Context: an optimization exercise on an open-source flow, tuned for small area and a short achievable clock period. The choices shown serve that exercise and are no tape-out recipe. Where RTL was checked, it was by simulation tests only, not by an equivalence proof against the original. For runs 2 and 3, only the layout was checked, not whether the RTL still works. No activity file was given, so power comes from the tool's default toggle rates.

$ cat design/flow/config.mk
export PLATFORM = sky130hd
export DESIGN_NAME = systolictop
export DESIGN_NICKNAME = systolictop
export VERILOG_FILES = /design/flow/design.v
export SDC_FILE = /design/flow/constraint.sdc
export NUM_CORES = 4
export LEC_CHECK = 0
export CAP_MARGIN = 20
export CORE_MARGIN = 2
export CORE_UTILIZATION = 40
export SLEW_MARGIN = 20
$ cat design/flow/constraint.sdc
create_clock -name core_clock -period 6.6 [get_ports {clk}]
set_input_delay 1.3200 -clock core_clock [delete_from_list [all_inputs] [get_ports {clk}]]
set_output_delay 1.3200 -clock core_clock [all_outputs]
set_load 0.01 [all_outputs]
$ cat design/flow/design.v
module processelement
(
  input  wire clk,
  input  wire [8-1:0] MUL_A_in,
  input  wire [8-1:0] MUL_B_in,
  input  wire reset,
  input  wire clear,
  output reg [2*8-1:0] MUL_C_out,
  output reg [2*8-1:0] MUL_A_out,
  output reg [2*8-1:0] MUL_B_out
);
  wire [63:0] RESULT;
  wire [63:0] NEXT_RESULT;
  assign RESULT = MUL_A_in * MUL_B_in;
  assign NEXT_RESULT = clear ? RESULT : RESULT + MUL_C_out;
  always @( posedge clk ) begin
    if ( reset ) begin
      MUL_C_out <= 64'b0;
      MUL_A_out <= 64'b0;
      MUL_B_out <= 64'b0;
	 end
    else begin
      MUL_C_out <= NEXT_RESULT;
      MUL_A_out <= MUL_A_in;
      MUL_B_out <= MUL_B_in;
	 end
   end
endmodule
module systolicCU
(
 input wire clk,reset,
 input wire [8-1:0] a1,a2,b1,b2,
 output reg clear1,clear2,clear3,clear4
);
localparam
	s0 = 0,
	s1 = 1,
	s2 = 2,
	s3 = 3,
	s4 = 4,
	s5 = 5,
	s6 = 6,
	s7 = 7,
	s8 = 8,
	s9 = 9,
	s10= 10;
	reg [4:0] state_reg,state_next;
always @(posedge clk) begin
    if (reset) begin
        state_reg <= s0;
    end
    else begin
        state_reg <= state_next;
    end
end 
always @(state_reg or a1) begin 
    state_next = s0;
    case (state_reg)
        s0 : begin
            if ( a1 != 0) begin   
                state_next = s1; 
            end
            else begin  
                state_next = s0; 
            end
        end
        s1 : begin
                state_next = s2; 
            end
        s2 : begin
                state_next = s3; 
            end
        s3 : begin
                state_next = s4; 
            end
        s4 : begin
                state_next = s5; 
            end
        s5 : begin
                state_next = s6; 
            end
        s6 : begin
                state_next = s7; 
            end
		  s7 : begin
                state_next = s8; 
            end
		  s8 : begin
                state_next = s9; 
            end
		  s9 : begin
                state_next = s10; 
            end
		  s10 : begin
                state_next = s3; 
            end
    endcase
end 
always @(state_reg) begin
    case (state_reg)  
        s0 : begin
				clear1 = 0;
				clear2 = 0;
				clear3 = 0;
				clear4 = 0;
        end
        s3 : begin
				clear1 = 0;
				clear2 = 0;
				clear3 = 0;
				clear4 = 0;
        end
        s8 : begin
				clear1 = 1;
				clear2 = 0;
				clear3 = 0;
				clear4 = 0;
        end
		  s9 : begin
				clear1 = 0;
				clear2 = 1;
				clear3 = 1;
				clear4 = 0;
        end
		  s10 : begin
				clear1 = 0;
				clear2 = 0;
				clear3 = 0;
				clear4 = 1;
        end
		  default: begin
				clear1 = 0;
				clear2 = 0;
				clear3 = 0;
				clear4 = 0;
		   end
    endcase
end 
endmodule
module systolictop
(
 input wire clk,reset,
 input wire [8-1:0] a1,a2,b1,b2,
 input wire [3-1:0] i,j,
 output wire [2*8-1:0] c1,c2,c3,c4
);
 wire [8-1:0] a12,a34,b13,b24;
 wire clear1,clear2,clear3,clear4;
 systolicCU ctrl1(.clk(clk), .reset(reset), .clear1(clear1), .clear2(clear2), .clear3(clear3), .clear4(clear4), .a1(a1), .a2(a2), .b1(b1), .b2(b2));
 processelement pe1 (.clk(clk), .reset(reset), .MUL_A_in(a1),  .MUL_B_in(b1),  .MUL_A_out(a12), .MUL_B_out(b13), .MUL_C_out(c1), .clear(clear1));
 processelement pe2 (.clk(clk), .reset(reset), .MUL_A_in(a12), .MUL_B_in(b2),  .MUL_A_out(),    .MUL_B_out(b24), .MUL_C_out(c2), .clear(clear2));
 processelement pe3 (.clk(clk), .reset(reset), .MUL_A_in(a2),  .MUL_B_in(b13), .MUL_A_out(a34), .MUL_B_out(),    .MUL_C_out(c3), .clear(clear3));
 processelement pe4 (.clk(clk), .reset(reset), .MUL_A_in(a34), .MUL_B_in(b24), .MUL_A_out(),    .MUL_B_out(),    .MUL_C_out(c4), .clear(clear4));
endmodule
$ cat design/flow/run.sh
#!/bin/bash
# synth_recipe.tcl (not shown) runs the flow's synth.tcl, then flattens the netlist and writes it again
# the make line also repeats each setting of config.mk as NAME=value (left out here)
make -C /OpenROAD-flow-scripts/flow DESIGN_CONFIG=/design/flow/config.mk WORK_HOME=/design/flow/orfs CLKGATE_MAP_FILE= SYNTH_SCRIPT=/design/flow/synth_recipe.tcl finish
==> metrics.yaml, run 1 <==
synth_cells: 1692
fp-row-count: 69
worstPathRequired_ns: 6.92
drive_gt1_share_pct: 12.5
first_global_vias: 12600
worstHoldPathType: "reg -> reg"
syn_area_per_cell_um2: 8.53
dpl_cell_area_um2: 17200
critical_path.cell_chain: "clkdlybuf4s50_1, buf_4, nand2_1, fa_1, fa_1, inv_1, fa_1, inv_1, fa_1, inv_1, ha_1, nand2_1, o21ai_2, buf_4, o21a_1, nor2_1, xnor2_1, ha_1, o21ai_0, a21oi_2, a21oi_1, a311o_1, or4_1, nand3_1"
finalInstanceArea_um2: 17600
fin_crit_ns: 6.38
synth_edf_count: 0
combPwrFrac_pct: 74.1
finalSetupViolCount: 0
yosys_warnings: 6
fin_nets: 2344
muxShareOfSynthArea_pct: 0.581
die_w_um: 194
clk_latency_ns: 0.38
hpwl_mm: 29.1
drt_iter0_drc: 401
ys.flop_type: "dfxtp_1"
viasPerCell: 5.13
arrival_ns: 6.70
status: "no timing/DRC/antenna violations"
n_antenna_cell: 0
port_buffers: 97
wirelength_mm: 35.4
vias: 12400
root_buffer: "clkbuf_16"
multi_input_area_um2: 11700
cpMostUsedCell: "fa_1"
die_y_um: 194
cp-end-kind: "register"
synthesis.nets: 2088
power_density_nw_per_um2: 325
cp_max_fo: 8
relSlewSlack_pct: 44.3
core_um2: 35600
synth_area_leaders: "fa_1 (21%), ha_1 (18%), dfxtp_1 (14%), and2_1 (9.8%), inv_1 (5.6%)"
clock_skew_ns: 0.0143
min_period_over_period_pct: 96.7
ir_drop_mv: 0.459
p_sw_share_pct: 42.4
clk_pin_slew_ns: 0.07
grt_pass1_wl_mm: 60.4
holdWs_ns: 0.596
clk_path_buf_depth: 2
sequential_cell_area_um2: 2000
maxCapViolCount: 0
max_stage_delay_ns: 0.50
yosys.cell_types.count: 65
worstSetupPathType: "in -> reg"
worst_slew_pin_slew_ns: 0.832
max_freq_mhz: 157
netlist.area_leader.share_pct: 20.5
dieArea_um2: 37600
synth_xor_xnor_area_share_pct: 4.73
tns_ns: 0
start_util_pct: 40.6
wl_per_cell_um: 14.6
p_switching_mw: 2.43
crit_slowest_cell: "fa_1"
synth_compound_area_share_pct: 14.4
synthToLayoutAreaGrowth_pct: 22.2
cts_tree: "yes"
nFillCells: 3481
antenna_found_initial: 0
io_pins: 104
slew_violations: 0
p_seq_share_pct: 15.3
clock-sinks: 100
synthArstFlopShare_pct: 0
overflow: 0
synth_common_cells: "and2_1 (226), inv_1 (216), ha_1 (208), fa_1 (148), nand2_1 (141)"
firstDrtPassIters: 5
hold_buffers: 0
grt_max_degree: 69
hold_violations: 0
p_leak_nw: 9.01
yosys.area.top_type: "fa_1"
synthesis.area_um2: 14400
synth_seq_cells: 100
synth-adder-area-share_pct: 38.6
track_usage_pct: 19.3
gp_congestion: 0.902
yosysMostFrequentCell: "and2_1"
cp-start-kind: "input port"
clkPwrFrac_pct: 10.6
ys_seq_area_share_pct: 13.9
p_int_mw: 3.30
post-route-drc-count: 0
ant_nets: 0
cts_buffers: 9
yosys.area_share.simple_pct: 21.6
htree_levels: 3
synth_top_family_by_area: "adder cells"
==> what timing repair did <==
item	4_1_cts	5_1_grt
gates cloned	0	0
setup endpoints to repair	6	13
resized for setup	17	63
pin swaps	2	15
setup buffers	0	2
==> critical path: cells and delay by family <==
family          cells  cell delay, ns
xor+xnor            1            0.12
compound gates      6            0.95
simple gates        5            0.80
fa+ha+maj           6            2.62
buf+inv             6            0.91
==> through the flow <==
stage                     std cells  utilization [%]  worst slack, ns  total power, mW
after floorplan                1692                -           0.0180             3.42
after global placement         2396             48.3           -0.707             4.94
after detailed placement       2396             48.3           -0.707             5.00
after CTS                      2412             49.2         -0.00170             5.67
after global routing           2414             49.6         -0.00854             6.31
final                          2414             49.6            0.215             5.73
==> worst paths after layout <==
check	cells past startpoint	endpoint	from	slack (ns)
setup / recovery	24	pe3.MUL_C_out[14]	a2[1]	0.22
hold reg to reg	2	ctrl1.state_reg[3]	ctrl1.state_reg[1]	0.60
setup reg to reg	21	pe4.MUL_C_out[15]	pe3.MUL_A_out[5]	0.88
hold / removal	2	ctrl1.state_reg[3]	ctrl1.state_reg[1]	0.60
==> layer usage <==
metal	vias to the layer above	routed length, um	GRT usage [%]
met2	174	17200	33.7
met3	39	1020	2.52
met4	0	642	4.57
met1	5991	16500	25.3
li1	6170	-	-
met5	-	0	0
==> cells by family after synthesis <==
kind of cell	Yosys count
simple gates	586
buf+inv	243
xor+xnor	78
compound gates	321
fa+ha+maj	356
mux	8
flops	100
==> placed cells by master (no fill, tap or decap), types with 71 or more instances in the layout <==
cell type,count
and2_1,226
clkdlybuf4s50_1,71
ha_1,205
a21oi_1,108
nand2_1,141
buf_4,174
inv_1,214
nor2_1,72
fa_1,148
dfxtp_1,100
==> power groups by stage <==
stage | sequential (mW) | clock, mW | combinational, mW
2_1_floorplan | 0.910 | 0 | 2.51
3_3_place_gp | 0.894 | 0 | 4.05
3_5_place_dp | 0.893 | 0 | 4.11
4_1_cts | 0.882 | 0.632 | 4.16
5_1_grt | 0.902 | 0.651 | 4.75
6_report | 0.879 | 0.607 | 4.24
==> area by class of cell <==
class	instances	area share (%)
Sequential cell	100	11.3
Inverter	216	4.60
Timing Repair Buffer	272	13.0
Tap cell	461	3.27
Multi-Input combinational cell	1349	66.0
Clock inverter	5	0.425
Clock buffer	11	1.38
==> run 2, diff against run 1 <==
--- a/design/flow/design.v
+++ b/design/flow/design.v
@@ -2,27 +2,14 @@
 (
-  input  wire clk,
-  input  wire [8-1:0] MUL_A_in,
-  input  wire [8-1:0] MUL_B_in,
-  input  wire reset,
-  input  wire clear,
-  output reg [2*8-1:0] MUL_C_out,
-  output reg [2*8-1:0] MUL_A_out,
-  output reg [2*8-1:0] MUL_B_out
+  input  wire        clk,
+  input  wire        reset,
+  input  wire        clear,
+  input  wire [7:0]  a,
+  input  wire [7:0]  b,
+  output reg  [15:0] c
 );
-  wire [63:0] RESULT;
-  wire [63:0] NEXT_RESULT;
-  assign RESULT = MUL_A_in * MUL_B_in;
-  assign NEXT_RESULT = clear ? RESULT : RESULT + MUL_C_out;
-  always @( posedge clk ) begin
-    if ( reset ) begin
-      MUL_C_out <= 64'b0;
-      MUL_A_out <= 64'b0;
-      MUL_B_out <= 64'b0;
-	 end
-    else begin
-      MUL_C_out <= NEXT_RESULT;
-      MUL_A_out <= MUL_A_in;
-      MUL_B_out <= MUL_B_in;
-	 end
-   end
+  wire [15:0] acc = clear ? 16'd0 : c;
+  always @(posedge clk) begin
+    if (reset) c <= 16'd0;
+    else       c <= acc + a * b;
+  end
 endmodule
@@ -141,14 +128,22 @@
 (
- input wire clk,reset,
- input wire [8-1:0] a1,a2,b1,b2,
- input wire [3-1:0] i,j,
- output wire [2*8-1:0] c1,c2,c3,c4
+ input  wire clk, reset,
+ input  wire [7:0] a1, a2, b1, b2,
+ input  wire [2:0] i, j,
+ output wire [15:0] c1, c2, c3, c4
 );
- wire [8-1:0] a12,a34,b13,b24;
- wire clear1,clear2,clear3,clear4;
- systolicCU ctrl1(.clk(clk), .reset(reset), .clear1(clear1), .clear2(clear2), .clear3(clear3), .clear4(clear4), .a1(a1), .a2(a2), .b1(b1), .b2(b2));
- processelement pe1 (.clk(clk), .reset(reset), .MUL_A_in(a1),  .MUL_B_in(b1),  .MUL_A_out(a12), .MUL_B_out(b13), .MUL_C_out(c1), .clear(clear1));
- processelement pe2 (.clk(clk), .reset(reset), .MUL_A_in(a12), .MUL_B_in(b2),  .MUL_A_out(),    .MUL_B_out(b24), .MUL_C_out(c2), .clear(clear2));
- processelement pe3 (.clk(clk), .reset(reset), .MUL_A_in(a2),  .MUL_B_in(b13), .MUL_A_out(a34), .MUL_B_out(),    .MUL_C_out(c3), .clear(clear3));
- processelement pe4 (.clk(clk), .reset(reset), .MUL_A_in(a34), .MUL_B_in(b24), .MUL_A_out(),    .MUL_B_out(),    .MUL_C_out(c4), .clear(clear4));
+  reg [7:0] a12, b13, a34, b24;
+  wire clear1, clear2, clear3, clear4;
+  always @(posedge clk) begin
+    if (reset) begin
+      a12 <= 8'd0; b13 <= 8'd0; a34 <= 8'd0; b24 <= 8'd0;
+    end else begin
+      a12 <= a1; b13 <= b1; a34 <= a2; b24 <= b2;
+    end
+  end
+  systolicCU ctrl1(.clk(clk), .reset(reset), .a1(a1), .a2(a2), .b1(b1), .b2(b2),
+                   .clear1(clear1), .clear2(clear2), .clear3(clear3), .clear4(clear4));
+  processelement pe1 (.clk(clk), .reset(reset), .clear(clear1), .a(a1),  .b(b1),  .c(c1));
+  processelement pe2 (.clk(clk), .reset(reset), .clear(clear2), .a(a12), .b(b2),  .c(c2));
+  processelement pe3 (.clk(clk), .reset(reset), .clear(clear3), .a(a2),  .b(b13), .c(c3));
+  processelement pe4 (.clk(clk), .reset(reset), .clear(clear4), .a(a34), .b(b24), .c(c4));
 endmodule
==> metrics.yaml, run 2 <==
power_density_nw_per_um2: 331  # +2.0%
ant_nets: 0  # unchanged
grt_use_met2_pct: 31.8  # -1.9 points
antenna_found_initial: 0  # unchanged
grt_max_degree: 67  # -2.9%
synth_common_cells: "inv_1 (328), fa_1 (200), and2_1 (182), nand2_1 (152), ha_1 (140)"
post-route-util_pct: 45.8  # -3.8 points
whs_endpoint: "ctrl1.state_reg[2]"
post_cts_buffers: 0  # unchanged
clk_pin_slew_ns: 0.08  # about the same
mostFrequentLayoutCell: "inv_1"
worstSetupPathType: "in -> reg"
vias: 9370  # -24%
cts_buffers: 9  # unchanged
track_usage_pct: 18.4  # -0.95 points
relSlewSlack_pct: 41.0  # -3.3 points
htree_levels: 3  # unchanged
ys_seq_area_share_pct: 15.6  # +1.7 points
tns_ns: 0  # unchanged
finalInstanceArea_um2: 14500  # -18%
worst_slew_pin_slew_ns: 0.880  # +0.0483 ns
cts-resized-gates: 0  # -17
worstPathRequired_ns: 6.86  # -0.06 ns
netlist.area_leader.share_pct: 31.1  # +11 points
clk_latency_ns: 0.37  # about the same
dieArea_um2: 33600  # -11%
first_global_vias: 10100  # -19%
min_period_over_period_pct: 86.2  # -11 points
synth_edf_count: 0  # unchanged
r2r-start: "ctrl1.state_reg[3]"
fin_nets: 1917  # -18%
cp-start-kind: "input port"
yosys_warnings: 3  # -3
maxCapViolCount: 0  # unchanged
firstDrtPassIters: 5  # unchanged
gp_congestion: 0.860  # -4.7%
wl_per_cell_um: 14.5  # -1.0%
layout.cells.non_filler: 1944  # -19%
cpMostUsedCell: "fa_1"
n_antenna_cell: 0  # unchanged
dpl_cell_area_um2: 14200  # -17%
regToRegSetupSlack_ns: 1.35  # +0.47 ns
die_y_um: 183  # -5.5%
synthesis.nets: 1838  # -12%
rsz0062_at_grt: "false"
synthArstFlopShare_pct: 0  # unchanged
viasPerCell: 4.82  # -6.0%
cp-end-kind: "register"
synth_area_leaders: "fa_1 (31%), dfxtp_1 (16%), ha_1 (14%), inv_1 (9.6%), and2_1 (8.9%)"
fp-row-count: 65  # -5.8%
max_freq_mhz: 176  # +12%
sequential_cell_area_um2: 2000  # unchanged
status: "no timing/DRC/antenna violations"
wirelength_mm: 28.2  # -20%
hold_buffers: 0  # unchanged
critical_path.cell_chain: "clkdlybuf4s50_1, and2_1, fa_1, fa_1, fa_1, inv_1, fa_1, inv_1, ha_1, a21o_1, a21oi_1, o21ai_1, a31oi_1, mux2_1"
arrival_ns: 5.95  # -0.75 ns
synth_cells: 1458  # -14%
drt_iter0_drc: 330  # -18%
yosys.area.top_type: "fa_1"
ys.flop_type: "dfxtp_1"
hold_violations: 0  # unchanged
synthToLayoutAreaGrowth_pct: 12.8
met3_usage_pct: 1.85  # -0.68 points
fin_crit_ns: 5.69  # -0.695 ns
finalSetupViolCount: 0  # unchanged
overflow: 0  # unchanged
synthesis.area_um2: 12900  # -11%
multi_input_area_um2: 9510  # -18%
worstHoldPathType: "reg -> reg"
cts_tree: "yes"
drive_gt1_share_pct: 1.69  # -11 points
io_pins: 104  # unchanged
synth_seq_cells: 100  # unchanged
hold-path-cell-count: 1  # -1
ir_drop_mv: 0.235  # -49%
die_w_um: 183  # -5.5%
hold_path_startpoint: "ctrl1.state_reg[3]"
reg2reg_depth: 19  # -9.5%
grt.busiest_layer: "met2"
clock_skew_ns: 0.0112  # -0.00314 ns
p_leak_nw: 7.30  # -19%
core_um2: 31600  # -11%
layout_common_cells: "inv_1 (328), fa_1 (200), and2_1 (182)"
clk_path_buf_depth: 2  # unchanged
crit_slowest_cell: "clkdlybuf4s50_1"
hpwl_mm: 23.1  # -20%
slew_violations: 0  # unchanged
start_util_pct: 40.7  # +0.073 points
max_stage_delay_ns: 0.69  # +0.19 ns
place_inst: 1928  # -20%
yosysMostFrequentCell: "inv_1"
nFillCells: 3067  # -12%
use_met1_pct: 24.5  # -0.83 points
grt_pass1_wl_mm: 49.4  # -18%
reg2reg_to: "pe3.c[15]"
cp_max_fo: 10  # +2
root_buffer: "clkbuf_16"
port_buffers: 97  # unchanged
post-route-drc-count: 0  # unchanged
syn_area_per_cell_um2: 8.82  # +3.4%
yosys.cell_types.count: 52  # -20%
clock-sinks: 100  # unchanged
holdWs_ns: 0.551  # -0.0449 ns
run 2: cell types whose count changed after synthesis, sizes merged, moves of 14 or more:
| cell | delta |
|---|---|
| and2 | -44 |
| o21ai | -28 |
| a211oi | -14 |
| nor2b | +16 |
| xnor2 | -18 |
| ha | -68 |
| nor2 | -22 |
| a21oi | -86 |
| inv | +112 |
| fa | +52 |
| a21o | -14 |
| xor2 | -23 |
run 2: worst max path at each step:
stage,to,cells past startpoint,start
global route,pe1.c[13],14,a1[7]
CTS,pe1.c[13],14,a1[7]
global placement,pe1.c[13],14,a1[7]
detailed placement,pe1.c[13],14,a1[7]
finish,pe1.c[13],14,a1[7]
floorplan,pe1.c[13],14,a1[6]
run 2: where the power goes:
group / switching [mW] / internal [mW]
clock: 0.260 / 0.268
combinational: 1.86 / 1.55
sequential: 0.103 / 0.764
run 2: worst max-delay path: cells and delay by family:
kind	cells	cell delay, ns
AO/OA/AOI/OAI	4	0.81
adder cells (fa/ha/maj)	5	2.33
buffers and inverters	3	0.78
multiplexers	1	0.34
AND/OR/NAND/NOR	1	0.33
run 2: logic make-up (layout without fill, tap and decap cells):
logic type	Yosys count	count (layout)	share of synthesized area [%]
muxes	2	2	0.175
and+or+nand+nor	505	505	20.6
adders and majority gates	340	340	44.7
buffers and inverters	360	444	10.5
AOI/OAI and AO/OA	114	114	5.89
xor gates and xnor gates	37	37	2.52
DFF	100	100	15.6
run 2: layout make-up:
cell class / instances / share of cell area (%)
flip-flops and latches: 100 / 13.8
repair buffers: 100 / 6.83
multi-input cells: 998 / 65.5
inverters: 328 / 8.49
clock inverters: 3 / 0.155
clock buffers: 13 / 1.73
well taps: 402 / 3.47
run 2: metal layers:
layer	part of all wire, %	up-vias	wire [um]
met3	3.0	18	835
met1	47	4645	13200
met4	1.3	0	365
met2	49	142	13800
met5	0	-	0
li1	-	4565	-
run 2: metrics by stage:
step / setup WS (ns) / total power [mW]
after floorplan: 1.46 / 3.41
after global placement: 0.571 / 4.23
after detailed placement: 0.556 / 4.28
after CTS: 0.935 / 4.86
after global routing: 0.784 / 5.41
final: 0.911 / 4.80
==> run 3, diff against run 2 <==
--- a/design/flow/design.v
+++ b/design/flow/design.v
@@ -9,6 +9,128 @@
 );
+  wire [63:0] pp;
+  genvar gi, gj;
+  generate for (gi = 0; gi < 8; gi = gi + 1) begin : g_pp_a
+    for (gj = 0; gj < 8; gj = gj + 1) begin : g_pp_b
+      assign pp[gi*8+gj] = a[gi] & b[gj];
+    end
+  end endgenerate
   wire [15:0] acc = clear ? 16'd0 : c;
+  wire s1 = acc[1] ^ pp[1] ^ pp[8];
+  wire k2 = (acc[1] & pp[1]) | (acc[1] & pp[8]) | (pp[1] & pp[8]);
+  wire s3 = acc[2] ^ pp[2] ^ pp[9];
+  wire k4 = (acc[2] & pp[2]) | (acc[2] & pp[9]) | (pp[2] & pp[9]);
+  wire s5 = pp[16] ^ k2 ^ s3;
+  wire k6 = (pp[16] & k2) | (pp[16] & s3) | (k2 & s3);
+  wire s7 = acc[3] ^ pp[3] ^ pp[10];
+  wire k8 = (acc[3] & pp[3]) | (acc[3] & pp[10]) | (pp[3] & pp[10]);
+  wire s9 = pp[17] ^ pp[24] ^ k4;
+  wire k10 = (pp[17] & pp[24]) | (pp[17] & k4) | (pp[24] & k4);
+  wire s11 = s7 ^ k6 ^ s9;
+  wire k12 = (s7 & k6) | (s7 & s9) | (k6 & s9);
+  wire s13 = acc[4] ^ pp[4] ^ pp[11];
+  wire k14 = (acc[4] & pp[4]) | (acc[4] & pp[11]) | (pp[4] & pp[11]);
+  wire s15 = pp[18] ^ pp[25] ^ pp[32];
+  wire k16 = (pp[18] & pp[25]) | (pp[18] & pp[32]) | (pp[25] & pp[32]);
+  wire s17 = k8 ^ s13 ^ s15;
+  wire k18 = (k8 & s13) | (k8 & s15) | (s13 & s15);
+  wire s19 = k10 ^ s17 ^ k12;
+  wire k20 = (k10 & s17) | (k10 & k12) | (s17 & k12);
+  wire s21 = acc[5] ^ pp[5] ^ pp[12];
+  wire k22 = (acc[5] & pp[5]) | (acc[5] & pp[12]) | (pp[5] & pp[12]);
+  wire s23 = pp[19] ^ pp[26] ^ pp[33];
+  wire k24 = (pp[19] & pp[26]) | (pp[19] & pp[33]) | (pp[26] & pp[33]);
+  wire s25 = pp[40] ^ k14 ^ k16;
+  wire k26 = (pp[40] & k14) | (pp[40] & k16) | (k14 & k16);
+  wire s27 = s21 ^ s23 ^ k18;
+  wire k28 = (s21 & s23) | (s21 & k18) | (s23 & k18);
+  wire s29 = s25 ^ s27 ^ k20;
+  wire k30 = (s25 & s27) | (s25 & k20) | (s27 & k20);
+  wire s31 = acc[6] ^ pp[6] ^ pp[13];
+  wire k32 = (acc[6] & pp[6]) | (acc[6] & pp[13]) | (pp[6] & pp[13]);
+  wire s33 = pp[20] ^ pp[27] ^ pp[34];
+  wire k34 = (pp[20] & pp[27]) | (pp[20] & pp[34]) | (pp[27] & pp[34]);
+  wire s35 = pp[41] ^ pp[48] ^ k22;
+  wire k36 = (pp[41] & pp[48]) | (pp[41] & k22) | (pp[48] & k22);
+  wire s37 = k24 ^ s31 ^ s33;
+  wire k38 = (k24 & s31) | (k24 & s33) | (s31 & s33);
+  wire s39 = k26 ^ s35 ^ s37;
+  wire k40 = (k26 & s35) | (k26 & s37) | (s35 & s37);
+  wire s41 = k28 ^ s39 ^ k30;
+  wire k42 = (k28 & s39) | (k28 & k30) | (s39 & k30);
+  wire s43 = acc[7] ^ pp[7] ^ pp[14];
+  wire k44 = (acc[7] & pp[7]) | (acc[7] & pp[14]) | (pp[7] & pp[14]);
+  wire s45 = pp[21] ^ pp[28] ^ pp[35];
+  wire k46 = (pp[21] & pp[28]) | (pp[21] & pp[35]) | (pp[28] & pp[35]);
+  wire s47 = pp[42] ^ pp[49] ^ pp[56];
+  wire k48 = (pp[42] & pp[49]) | (pp[42] & pp[56]) | (pp[49] & pp[56]);
+  wire s49 = k32 ^ k34 ^ s43;
+  wire k50 = (k32 & k34) | (k32 & s43) | (k34 & s43);
+  wire s51 = s45 ^ s47 ^ k36;
+  wire k52 = (s45 & s47) | (s45 & k36) | (s47 & k36);
+  wire s53 = k38 ^ s49 ^ s51;
+  wire k54 = (k38 & s49) | (k38 & s51) | (s49 & s51);
+  wire s55 = k40 ^ s53 ^ k42;
+  wire k56 = (k40 & s53) | (k40 & k42) | (s53 & k42);
+  wire s57 = acc[8] ^ pp[15] ^ pp[22];
+  wire k58 = (acc[8] & pp[15]) | (acc[8] & pp[22]) | (pp[15] & pp[22]);
+  wire s59 = pp[29] ^ pp[36] ^ pp[43];
+  wire k60 = (pp[29] & pp[36]) | (pp[29] & pp[43]) | (pp[36] & pp[43]);
+  wire s61 = pp[50] ^ pp[57] ^ k44;
+  wire k62 = (pp[50] & pp[57]) | (pp[50] & k44) | (pp[57] & k44);
+  wire s63 = k46 ^ k48 ^ s57;
+  wire k64 = (k46 & k48) | (k46 & s57) | (k48 & s57);
+  wire s65 = s59 ^ k50 ^ s61;
+  wire k66 = (s59 & k50) | (s59 & s61) | (k50 & s61);
+  wire s67 = s63 ^ k52 ^ s65;
+  wire k68 = (s63 & k52) | (s63 & s65) | (k52 & s65);
+  wire s69 = k54 ^ s67 ^ k56;
+  wire k70 = (k54 & s67) | (k54 & k56) | (s67 & k56);
+  wire s71 = acc[9] ^ pp[23] ^ pp[30];
+  wire k72 = (acc[9] & pp[23]) | (acc[9] & pp[30]) | (pp[23] & pp[30]);
+  wire s73 = pp[37] ^ pp[44] ^ pp[51];
+  wire k74 = (pp[37] & pp[44]) | (pp[37] & pp[51]) | (pp[44] & pp[51]);
+  wire s75 = pp[58] ^ k58 ^ k60;
+  wire k76 = (pp[58] & k58) | (pp[58] & k60) | (k58 & k60);
+  wire s77 = s71 ^ s73 ^ k62;
+  wire k78 = (s71 & s73) | (s71 & k62) | (s73 & k62);
+  wire s79 = k64 ^ s75 ^ k66;
+  wire k80 = (k64 & s75) | (k64 & k66) | (s75 & k66);
+  wire s81 = s77 ^ k68 ^ s79;
+  wire k82 = (s77 & k68) | (s77 & s79) | (k68 & s79);
+  wire s83 = acc[10] ^ pp[31] ^ pp[38];
+  wire k84 = (acc[10] & pp[31]) | (acc[10] & pp[38]) | (pp[31] & pp[38]);
+  wire s85 = pp[45] ^ pp[52] ^ pp[59];
+  wire k86 = (pp[45] & pp[52]) | (pp[45] & pp[59]) | (pp[52] & pp[59]);
+  wire s87 = k72 ^ k74 ^ s83;
+  wire k88 = (k72 & k74) | (k72 & s83) | (k74 & s83);
+  wire s89 = s85 ^ k76 ^ s87;
+  wire k90 = (s85 & k76) | (s85 & s87) | (k76 & s87);
+  wire s91 = k78 ^ s89 ^ k80;
+  wire k92 = (k78 & s89) | (k78 & k80) | (s89 & k80);
+  wire s93 = acc[11] ^ pp[39] ^ pp[46];
+  wire k94 = (acc[11] & pp[39]) | (acc[11] & pp[46]) | (pp[39] & pp[46]);
+  wire s95 = pp[53] ^ pp[60] ^ k84;
+  wire k96 = (pp[53] & pp[60]) | (pp[53] & k84) | (pp[60] & k84);
+  wire s97 = k86 ^ s93 ^ k88;
+  wire k98 = (k86 & s93) | (k86 & k88) | (s93 & k88);
+  wire s99 = s95 ^ k90 ^ s97;
+  wire k100 = (s95 & k90) | (s95 & s97) | (k90 & s97);
+  wire s101 = acc[12] ^ pp[47] ^ pp[54];
+  wire k102 = (acc[12] & pp[47]) | (acc[12] & pp[54]) | (pp[47] & pp[54]);
+  wire s103 = pp[61] ^ k94 ^ s101;
+  wire k104 = (pp[61] & k94) | (pp[61] & s101) | (k94 & s101);
+  wire s105 = k96 ^ s103 ^ k98;
+  wire k106 = (k96 & s103) | (k96 & k98) | (s103 & k98);
+  wire s107 = acc[13] ^ pp[55] ^ pp[62];
+  wire k108 = (acc[13] & pp[55]) | (acc[13] & pp[62]) | (pp[55] & pp[62]);
+  wire s109 = k102 ^ s107 ^ k104;
+  wire k110 = (k102 & s107) | (k102 & k104) | (s107 & k104);
+  wire s111 = acc[14] ^ pp[63] ^ k108;
+  wire k112 = (acc[14] & pp[63]) | (acc[14] & k108) | (pp[63] & k108);
+  wire [15:0] r0 = {acc[15], s111, s109, k100, s99, s91, s81, s69, s55, s41, s29, s19, s11, s5, s1, acc[0]};
+  wire [15:0] r1 = {k112, k110, k106, s105, k92, k82, k70, 1'b0, 1'b0, 1'b0, 1'b0, 1'b0, 1'b0, 1'b0, 1'b0, pp[0]};
+  wire [15:0] sum = r0 + r1;
   always @(posedge clk) begin
     if (reset) c <= 16'd0;
-    else       c <= acc + a * b;
+    else       c <= sum;
   end
==> metrics.yaml, run 3 <==
status: "no timing/DRC/antenna violations"
layout_common_cells: "and2_1 (228), fa_1 (224), inv_1 (165)"
core_um2: 27800  # -12%
clk_latency_ns: 0.36  # about the same
layout.cells.non_filler: 1681  # -14%
arrival_ns: 6.57  # +0.62 ns
synth_cells: 1169  # -20%
ys.flop_type: "dfxtp_1"
htree_levels: 3  # unchanged
p_leak_nw: 5.97  # -18%
firstDrtPassIters: 4  # -1
wirelength_mm: 26.2  # -7.0%
rsz0062_at_grt: "true"
critical_path.cell_chain: "clkdlybuf4s50_1, and2_1, fa_1, fa_1, fa_1, fa_1, inv_1, fa_1, inv_1, fa_1, fa_1, inv_1, fa_1, nand4b_1, o311ai_1, o211ai_1, mux2i_1, nand2_1"
dieArea_um2: 29600  # -12%
synthToLayoutAreaGrowth_pct: 17.3
drive_gt1_share_pct: 5.22  # +3.5 points
grt_max_degree: 55  # -18%
n_antenna_cell: 0  # unchanged
cts_buffers: 9  # unchanged
cts_tree: "yes"
yosys.cell_types.count: 52  # unchanged
relSlewSlack_pct: 57.1  # +16 points
fp-row-count: 61  # -6.2%
overflow: 0  # unchanged
yosys_warnings: 3  # unchanged
place_inst: 1665  # -14%
drt_iter0_drc: 363  # +10%
io_pins: 104  # unchanged
fin_nets: 1594  # -17%
track_usage_pct: 19.1  # +0.70 points
synthArstFlopShare_pct: 0  # unchanged
viasPerCell: 4.75  # -1.5%
wl_per_cell_um: 15.6  # +7.6%
worstSetupPathType: "in -> reg"
mostFrequentLayoutCell: "and2_1"
min_period_over_period_pct: 95.7  # +9.5 points
root_buffer: "clkbuf_16"
maxCapViolCount: 0  # unchanged
syn_area_per_cell_um2: 9.67  # +9.6%
first_global_vias: 8316  # -18%
ant_nets: 0  # unchanged
power_density_nw_per_um2: 357  # +7.8%
finalSetupViolCount: 0  # unchanged
slew_violations: 0  # unchanged
die_w_um: 172  # -6.1%
start_util_pct: 40.7  # +0.043 points
clock_skew_ns: 0.00655  # -0.00462 ns
clk_path_buf_depth: 2  # unchanged
gp_congestion: 0.800  # -6.9%
yosysMostFrequentCell: "and2_1"
cpMostUsedCell: "fa_1"
worst_slew_pin_slew_ns: 0.643  # -0.238 ns
fin_crit_ns: 6.32  # +0.627 ns
grt_pass1_wl_mm: 43.8  # -11%
synth_edf_count: 0  # unchanged
max_freq_mhz: 158  # -9.9%
cp_max_fo: 4  # -6
clk_pin_slew_ns: 0.07  # about the same
worstHoldPathType: "reg -> reg"
cp-end-kind: "register"
report.power.total_mw: 4.74  # -1.4%
post_cts_buffers: 0  # unchanged
clock-sinks: 100  # unchanged
ys_seq_area_share_pct: 17.7  # +2.1 points
netlist.area_leader.share_pct: 39.7  # +8.5 points
synth_common_cells: "and2_1 (228), fa_1 (224), inv_1 (165), nand2_1 (116), dfxtp_1 (100)"
worstPathRequired_ns: 6.85  # about the same
synthesis.nets: 1465  # -20%
yosys.area.top_type: "fa_1"
synthesis.area_um2: 11300  # -12%
vias: 7983  # -15%
post-route-drc-count: 0  # unchanged
port_buffers: 97  # unchanged
hold_violations: 0  # unchanged
cts-resized-gates: 0  # unchanged
tns_ns: 0  # unchanged
die_y_um: 172  # -6.1%
antenna_found_initial: 0  # unchanged
hpwl_mm: 21.1  # -8.7%
crit_slowest_cell: "fa_1"
cp-start-kind: "input port"
hold_buffers: 0  # unchanged
ir_drop_mv: 0.486  # +110%
synth_seq_cells: 100  # unchanged
max_stage_delay_ns: 0.52  # -0.17 ns
synth_area_leaders: "fa_1 (40%), dfxtp_1 (18%), and2_1 (13%), inv_1 (5.5%), nand2_1 (3.9%)"
run 3: where the power goes:
group / total, mW / internal [mW] / switching (mW)
Sequential: 0.864 / 0.764 / 0.100
Combinational: 3.35 / 1.64 / 1.71
Clock: 0.519 / 0.266 / 0.253
run 3: cell type report:
cell class | count | area (um2)
fill | 2733 | 14500
sequential | 100 | 2000
clock inverter | 4 | 25.0
multi-input combinational | 880 | 8590
timing repair buffer | 142 | 1310
clock buffer | 12 | 246
tap | 378 | 473
inverter | 165 | 619
run 3: worst max-delay path, delay by kind of cell:
kind / cells / cell delay (ns)
buf+inv: 4 / 0.68
fa+ha+maj: 8 / 3.31
compound gates: 2 / 0.51
mux: 1 / 0.18
simple gates: 3 / 0.56
run 3: routing by layer:
layer | part of all wire (%) | track usage, % | vias to the layer above
met2 | 48 | 31.4 | 118
met4 | 1.1 | 4.13 | 0
met5 | 0 | 0 | -
met3 | 3.3 | 1.79 | 18
met1 | 48 | 27.5 | 4032
li1 | - | - | 3815
run 3: final timing paths:
path	from	to	slack, ns	depth (start not counted)
setup / recovery	a2[0]	pe3.c[14]	0.28	18
hold / removal	ctrl1.state_reg[0]	ctrl1.state_reg[0]	0.57	1
setup reg to reg	ctrl1.state_reg[2]	pe3.c[14]	0.57	18
hold reg to reg	ctrl1.state_reg[0]	ctrl1.state_reg[0]	0.57	1
run 3: through the flow:
stage | setup WS, ns | hold slack (ns) | utilization [%] | cell area, um2
3_5_place_dp | -0.107 | 0.559 | 46.8 | 13000
3_3_place_gp | -0.0593 | 0.542 | 46.8 | 13000
4_1_cts | 0.299 | 0.569 | 47.8 | 13300
6_report | 0.283 | 0.567 | 47.8 | 13300
2_1_floorplan | 0.483 | 0.500 | - | 11300
5_1_grt | -0.0169 | 0.626 | 47.8 | 13300
run 3: kinds of logic (layout without fill, tap and decap cells):
group,count (synthesis),count (layout),share of synthesized area (%)
multiplexers,4,4,0.387
flip-flops,100,100,17.7
adder cells (fa/ha/maj),256,256,43.2
XOR/XNOR,50,50,3.87
AO/OA/AOI/OAI,61,61,3.63
AND/OR/NAND/NOR,509,509,24.9
buffers and inverters,189,323,6.29

## re-timing with driven ports
No port has a modelled driver above. Below, the same layouts with a new extraction and two added sets of constraints.
Step 1: set_driving_cell puts a clkbuf_16 on clk and a buf_2 on each other input, an assumption about the parent block.
Step 2 times the ports against the registers' clock, not the clock port: input delays grow and output delays shrink by t, the midpoint of the rising clock arrivals with the driver on.
Three values: no drivers, after step 1, after step 2; two values: the first two.
| run | t (ns) | setup WS [ns] | hold slack, ns |
|---|---|---|---|
| run 1 | 0.417 | 0.215 / 0.233 / -0.185 | 0.596 / 0.596 / 0.596 |
| run 2 | 0.417 | 0.911 / 0.939 / 0.522 | 0.551 / 0.551 / 0.551 |
| run 3 | 0.400 | 0.283 / 0.307 / -0.093 | 0.567 / 0.567 / 0.567 |
With both steps, setup timing fails in run 1 and run 3, where it was met with ideal ports. The setup slack of run 1, which loses most, moves by +0.018 ns with the drivers and by -0.400 ns with both steps.
